Context: an optimization exercise on an open-source flow, tuned for small area. The choices shown serve that exercise and are no tape-out recipe. Only simulation tests tie the RTL to the original design; equivalence was not proved. No activity file was given, so power comes from the tool's default toggle rates.

==> flow/design.v (excerpt) <==
module Top_Module (
    input clk,
    input rst,
    input [8:0] sw,
    input btnC, btnU, btnD, btnL, btnR,
    output [15:0] led,
    output [7:0] seg,
    output [3:0] an,
    output [4:0] screen_state,
    output [17:0] grid_state,
    output turn,
    output ai_waiting,
    output [1:0] game_status_pvp,
    output [1:0] game_status_pvp_final,
    output [1:0] game_status_ai,
    output [1:0] ai_level
    );
==> flow/config.mk <==
export PLATFORM = sky130hd
export DESIGN_NAME = Top_Module
export DESIGN_NICKNAME = Top_Module
export VERILOG_FILES = /design/flow/design.v
export SDC_FILE = /design/flow/constraint.sdc
export NUM_CORES = 8
export LEC_CHECK = 0
export CAP_MARGIN = 20
export CORE_MARGIN = 2
export CORE_UTILIZATION = 60
export PLACE_DENSITY = 0.7
export SLEW_MARGIN = 20
==> flow/constraint.sdc <==
create_clock -name core_clock -period 10.0 [get_ports {clk}]
set_input_delay 2.0000 -clock core_clock [delete_from_list [all_inputs] [get_ports {clk}]]
set_output_delay 2.0000 -clock core_clock [all_outputs]
set_load 0.01 [all_outputs]
standard.sh (not shown) runs the stock make flow with config.mk's settings and CLKGATE_MAP_FILE= SYNTH_SCRIPT=/design/flow/synth_recipe.tcl, a recipe that flattens the netlist after the stock synthesis.
==> flow/flow/run.sh <==
#!/bin/bash
# Layout flow: the standard flow (standard.sh) with
#  - no adder extraction before ABC (ADDER_MAP_FILE empty), so ABC also
#    optimises the few adders,
#  - one tie cell for all constant outputs (no tie fanout repair) and no
#    synthesis buffers on pass-through outputs (the port buffers follow),
#  - port buffers of the smallest buffer cell,
#  - clock tree synthesis with small clusters of clkbuf_4 and no dummy loads.
# Each tool's output goes to a log file in this folder.
set -euo pipefail
W=$PWD
cp -r "$FLOW_HOME/scripts" "$W/scripts"
cp "$W/flow/abc_area.script" "$W/scripts/abc_area.script"
bash standard.sh SCRIPTS_DIR="$W/scripts" ABC_AREA=1 \
  ADDER_MAP_FILE= SKIP_REPAIR_TIE_FANOUT=1 SYNTH_INSBUF=0 \
  BUFFER_PORTS_ARGS="-buffer_cell sky130_fd_sc_hd__buf_1" \
  CTS_ARGS="-sink_clustering_enable -repair_clock_nets -dont_use_dummy_load -buf_list sky130_fd_sc_hd__clkbuf_4 -sink_clustering_size 8 -sink_clustering_max_diameter 40" \
  finish > standard.log 2>&1
==> flow/flow/abc_area.script <==
strash
&get -n
&deepsyn -J 200 -T 900
&put
&get -n
&st
&dch -f
&nf -a -F 8 -A 4 -p
&put
topo
stime -c
The baseline ran to the end with no violations.
Rerun with:
==> flow/flow/run.sh (replaced) <==
#!/bin/bash
# Layout flow: the standard flow (standard.sh) with
#  - no adder extraction before ABC (ADDER_MAP_FILE empty), so ABC also
#    optimises the few adders,
#  - one tie cell for all constant outputs (no tie fanout repair),
#  - port buffers of the smallest buffer cell,
#  - clock tree synthesis with small clusters of clkbuf_4 and no dummy loads.
# Each tool's output goes to a log file in this folder.
set -euo pipefail
W=$PWD
cp -r "$FLOW_HOME/scripts" "$W/scripts"
cp "$W/flow/abc_area.script" "$W/scripts/abc_area.script"
bash standard.sh SCRIPTS_DIR="$W/scripts" ABC_AREA=1 \
  ADDER_MAP_FILE= SKIP_REPAIR_TIE_FANOUT=1 \
  BUFFER_PORTS_ARGS="-buffer_cell sky130_fd_sc_hd__buf_1" \
  CTS_ARGS="-sink_clustering_enable -repair_clock_nets -dont_use_dummy_load -buf_list sky130_fd_sc_hd__clkbuf_4 -sink_clustering_size 8 -sink_clustering_max_diameter 40" \
  finish > standard.log 2>&1
The changed run produced a clean layout; via count stays flat; routed wire length increases by 1.5%; power is about the same; die area grows by 0.74%.
Rerun with:
--- a/flow/flow/run.sh
+++ b/flow/flow/run.sh
@@ -3,5 +3,4 @@
 #  - no adder extraction before ABC (ADDER_MAP_FILE empty), so ABC also
 #    optimises the few adders,
-#  - one tie cell for all constant outputs (no tie fanout repair),
 #  - port buffers of the smallest buffer cell,
 #  - clock tree synthesis with small clusters of clkbuf_4 and no dummy loads.
@@ -12,5 +11,5 @@
 cp "$W/flow/abc_area.script" "$W/scripts/abc_area.script"
 bash standard.sh SCRIPTS_DIR="$W/scripts" ABC_AREA=1 \
-  ADDER_MAP_FILE= SKIP_REPAIR_TIE_FANOUT=1 \
+  ADDER_MAP_FILE= \
   BUFFER_PORTS_ARGS="-buffer_cell sky130_fd_sc_hd__buf_1" \
   CTS_ARGS="-sink_clustering_enable -repair_clock_nets -dont_use_dummy_load -buf_list sky130_fd_sc_hd__clkbuf_4 -sink_clustering_size 8 -sink_clustering_max_diameter 40" \
The changed run finished clean.
Wire length came out lower by 0.85%.
Clock-buffer cell count is lower by 1.
Design area stays flat.

-- what the ideal ports hide --
Ports are ideal in the flow. The routed layouts listed here were re-timed in OpenROAD. Step 1, drivers: a clkbuf_16 drives clk and a buf_2 each remaining input, both assumed. Step 2 times the ports against the registers' clock, not the clock port: input delays grow and output delays shrink by t, the midpoint of the rising clock arrivals with the driver on. Slacks: ideal ports / drivers / drivers and shift; pairs: ideal ports / drivers.
| run | t (ns) | setup slack, ns | hold slack, ns | latest minus earliest clock arrival (ns) |
|---|---|---|---|---|
| the first run | 0.635 | 4.706 / 4.666 / 5.088 | 0.358 / 0.358 / 0.358 | 0.088 / 0.088 |
| the second run | 0.644 | 4.754 / 4.717 / 5.361 | 0.383 / 0.383 / 0.383 | 0.083 / 0.082 |
| the third run | 0.641 | 4.729 / 4.688 / 5.283 | 0.363 / 0.363 / 0.363 | 0.041 / 0.041 |
After both steps every run listed still meets setup and hold.
